Context: an optimization exercise on an open-source flow, tuned for small area, a short achievable clock period and few clock cycles per item. The choices shown serve that exercise and are no tape-out recipe.
In this exercise RTL edits were held to simulation tests only and were not proved equivalent to the original.
No activity file was given, so power comes from the tool's default toggle rates.

## BSW
module BSW (
    clk, rst, start,
    i_Q, i_R,
    o_Q_al,
    o_R_al,
    detail_info,
    done
);
    input clk, rst;
    input  [2:0] i_Q, i_R;
    input  start;
    output [2:0] o_Q_al, o_R_al;
    output [8:0] detail_info;
    output done;
    localparam [1:0] C_STOP = 2'd0, C_I = 2'd1, C_D = 2'd2, C_G = 2'd3;
    integer k;
    function ge8;
        input [7:0] a, b;
        reg [7:0] g, l;
        reg [3:0] g1, l1;
        reg [1:0] g2, l2;
        integer t;
        begin
            g = a & ~b;
            l = ~a & b;
            for (t = 0; t < 4; t = t + 1) begin
                g1[t] = g[2*t+1] | (~l[2*t+1] & g[2*t]);
                l1[t] = l[2*t+1] | (~g[2*t+1] & l[2*t]);
            end
            for (t = 0; t < 2; t = t + 1) begin
                g2[t] = g1[2*t+1] | (~l1[2*t+1] & g1[2*t]);
                l2[t] = l1[2*t+1] | (~g1[2*t+1] & l1[2*t]);
            end
            ge8 = ~(l2[1] | (~g2[1] & l2[0]));
        end
    endfunction
    function [11:0] pe_cell;
        input [3:0] ta, tb;
        input noA, noB, mt, c0, c1;
        reg aGEb, selM, sat, hz;
        reg [3:0] tmx;
        reg [2:0] tu, tv;
        reg [1:0] v, code;
        reg [3:0] tdl, tdu;
        reg [4:0] xv;         
        begin
            if (noA) begin
                aGEb = 1'b0; tmx = tb;
            end else if (noB) begin
                aGEb = 1'b1; tmx = ta;
            end else begin
                aGEb = &(ta | ~tb); tmx = ta | tb;
            end
            selM = mt ? tmx[3] : tmx[0];
            tu   = selM ? tmx[3:1] : (mt ? 3'b111 : 3'b000);
            sat  = c0 & ~tu[0];
            tv   = {tu[2:1], tu[0] | sat};
            v    = {tv[1], tv[2] | (tv[0] & ~tv[1])};
            hz   = (c0 & ~tu[1]) | (c1 & ~tu[0]);
            if (hz)        code = C_STOP;
            else if (selM) code = aGEb ? C_I : C_D;
            else           code = c0 ? C_STOP : C_G;
            xv   = {1'b0, tv, 1'b1};
            tdl[0] = (~tb[0] | xv[1]) & (~tb[1] | xv[2]) & (~tb[2] | xv[3]) & ~tb[3];
            tdl[1] = xv[1] & (~tb[0] | xv[2]) & (~tb[1] | xv[3]) & ~tb[2];
  ...
Size in the first run: roughly 9600 cells after synthesis, ~2300 flip-flops.
Settings: LEC_CHECK=0, ABC_AREA=1, CAP_MARGIN=20, CORE_MARGIN=2, CORE_UTILIZATION=40, CTS_CLUSTER_DIAMETER=80, CTS_CLUSTER_SIZE=25, PLACE_DENSITY=0.88, SLEW_MARGIN=20; clock period 24.0 ns.
standard.sh (not shown) runs the stock make flow with config.mk's settings and CLKGATE_MAP_FILE= SYNTH_SCRIPT=/design/flow/synth_recipe.tcl, a recipe that flattens the netlist after the stock synthesis.
==> flow/flow/run.sh <==
#!/bin/bash
# Standard layout, with the port buffers made of buf_4 cells instead of the
# cell buffer_ports picks by default, and timing repair aiming at 18.0 ns of
# setup slack (the clock period stays the design's). Make's full output goes
# to flow.log; each tool's own logs stay under orfs/logs.
set -euo pipefail
export BUFFER_PORTS_ARGS="-buffer_cell sky130_fd_sc_hd__buf_4"
export SETUP_SLACK_MARGIN=18.0
bash standard.sh > flow.log 2>&1
The starting point completed with no timing, DRC or antenna violations.
Testbench counts at the start, summed over its fixed seeds: cycles 44,498, items 320.
Rerun with:
==> flow/flow/run.sh (replaced) <==
#!/bin/bash
# Standard layout, with the port buffers made of buf_4 cells instead of the
# cell buffer_ports picks by default, and timing repair aiming at 18.2 ns of
# setup slack (the clock period stays the design's). Make's full output goes
# to flow.log; each tool's own logs stay under orfs/logs.
set -euo pipefail
export BUFFER_PORTS_ARGS="-buffer_cell sky130_fd_sc_hd__buf_4"
export SETUP_SLACK_MARGIN=18.2
bash standard.sh > flow.log 2>&1
- CAP_MARGIN: 20 -> 10
- PLACE_DENSITY: 0.88 -> unset
- SLEW_MARGIN: 20 -> 10
After rerunning: Critical path depth stays the same; power rises by a few percent; clock power rises by a little under a tenth; setup slack degrades by 0.083 ns; maximum frequency came out lower slightly; wire length goes up by roughly a tenth; via count drops by a few percent; final cell count hardly moves; combinational power increases by a few percent; clock-buffer cell count grows by 8; die area does not change.
Rerun with:
- CAP_MARGIN: 10 -> 20
- CTS_BUF_LIST: unset -> sky130_fd_sc_hd__clkbuf_8 sky130_fd_sc_hd__clkbuf_16
- PLACE_DENSITY: unset -> 0.88
- SLEW_MARGIN: 10 -> 20
After rerunning: The changed run passed the timing, DRC and antenna checks. Non-clock buffer count is unchanged. First-iteration DRC count went up by 26%. Wire length went down by 11%. Clock power went down by about 7%. Final area went down by 0.81%. Power went down by 3.1%. Hold slack is about the same.
Rerun with:
==> flow/flow/run.sh (replaced) <==
#!/bin/bash
# Standard layout, with these changes: the output flip-flops get their
# cell type's strongest drive (flow/upsize.tcl, after synthesis), the port
# buffers are buf_4 cells, and timing repair aims at 18.2 ns of setup slack
# (the clock period stays the design's). Each tool's output goes to a log
# here; the flow's own logs stay under orfs/logs.
set -euo pipefail
export BUFFER_PORTS_ARGS="-buffer_cell sky130_fd_sc_hd__buf_4"
export SETUP_SLACK_MARGIN=18.2
bash standard.sh synth > synth.log 2>&1
RES=orfs/results/$FLOW_PLATFORM/BSW/base openroad -no_init -exit flow/upsize.tcl > upsize.log 2>&1
bash standard.sh > flow.log 2>&1
==> flow/flow/upsize.tcl (new file) <==
# Give the flip-flop that drives the done port the strongest drive of its
# cell type (only the drive strength changes).
read_db $::env(RES)/1_synth.odb
read_liberty $::env(FLOW_HOME)/platforms/$::env(FLOW_PLATFORM)/lib/sky130_fd_sc_hd__tt_025C_1v80.lib
foreach inst [get_cells *] {
  set name [get_full_name $inst]
  set ref [get_property $inst ref_name]
  if {[regexp {^done_r} $name] && $ref eq "sky130_fd_sc_hd__dfrtp_1"} {
    replace_cell $inst sky130_fd_sc_hd__dfrtp_4
    puts "upsized $name $ref -> dfrtp_4"
  }
}
write_db $::env(RES)/1_synth.odb
- CTS_BUF_LIST: sky130_fd_sc_hd__clkbuf_8 sky130_fd_sc_hd__clkbuf_16 -> unset
- CTS_CLUSTER_DIAMETER: 80 -> 90
- CTS_CLUSTER_SIZE: 25 -> 28
- PLACE_DENSITY: 0.88 -> unset
After rerunning:
- global-route usage climbs by 3.5 points
- worst setup slack degrades by 0.13 ns
- first-iteration DRC count drops by about a fifth
- count of clock-buffer cells in the layout came out higher by 4
- cell area increases slightly
- synthesized area stays flat
- synthesized cell count is unchanged
- flip-flop and latch count is unchanged

[re-timing with driven ports]
Ports are ideal in the flow. The routed layouts listed here were re-timed in OpenROAD. Step 1: set_driving_cell puts a clkbuf_16 on clk and a buf_2 on each other input, an assumption about the parent block. Step 2, shift: input delay + t, output delay - t, t = (earliest + latest rising clock arrival at the registers) / 2. This alone moves slack from input paths to output paths. Slacks: no drivers / after step 1 / after step 2; pairs: no drivers / after step 1.
run | t (ns) | setup WS [ns] | clock arrival spread, ns | worst register clock-pin slew, ns | worst data-port slew with drivers (ns)
the first run | 0.894 | 17.902 / 17.807 / 18.163 | 0.087 / 0.088 | 0.10 / 0.10 | 0.04
the second run | 0.897 | 17.818 / 17.730 / 18.424 | 0.082 / 0.082 | 0.10 / 0.10 | 0.06
the third run | 0.893 | 17.906 / 17.810 / 18.379 | 0.087 / 0.087 | 0.10 / 0.10 | 0.04
the fourth run | 0.883 | 17.772 / 17.681 / 18.385 | 0.072 / 0.072 | 0.11 / 0.11 | 0.04
After both steps setup and hold are still met in every run listed.
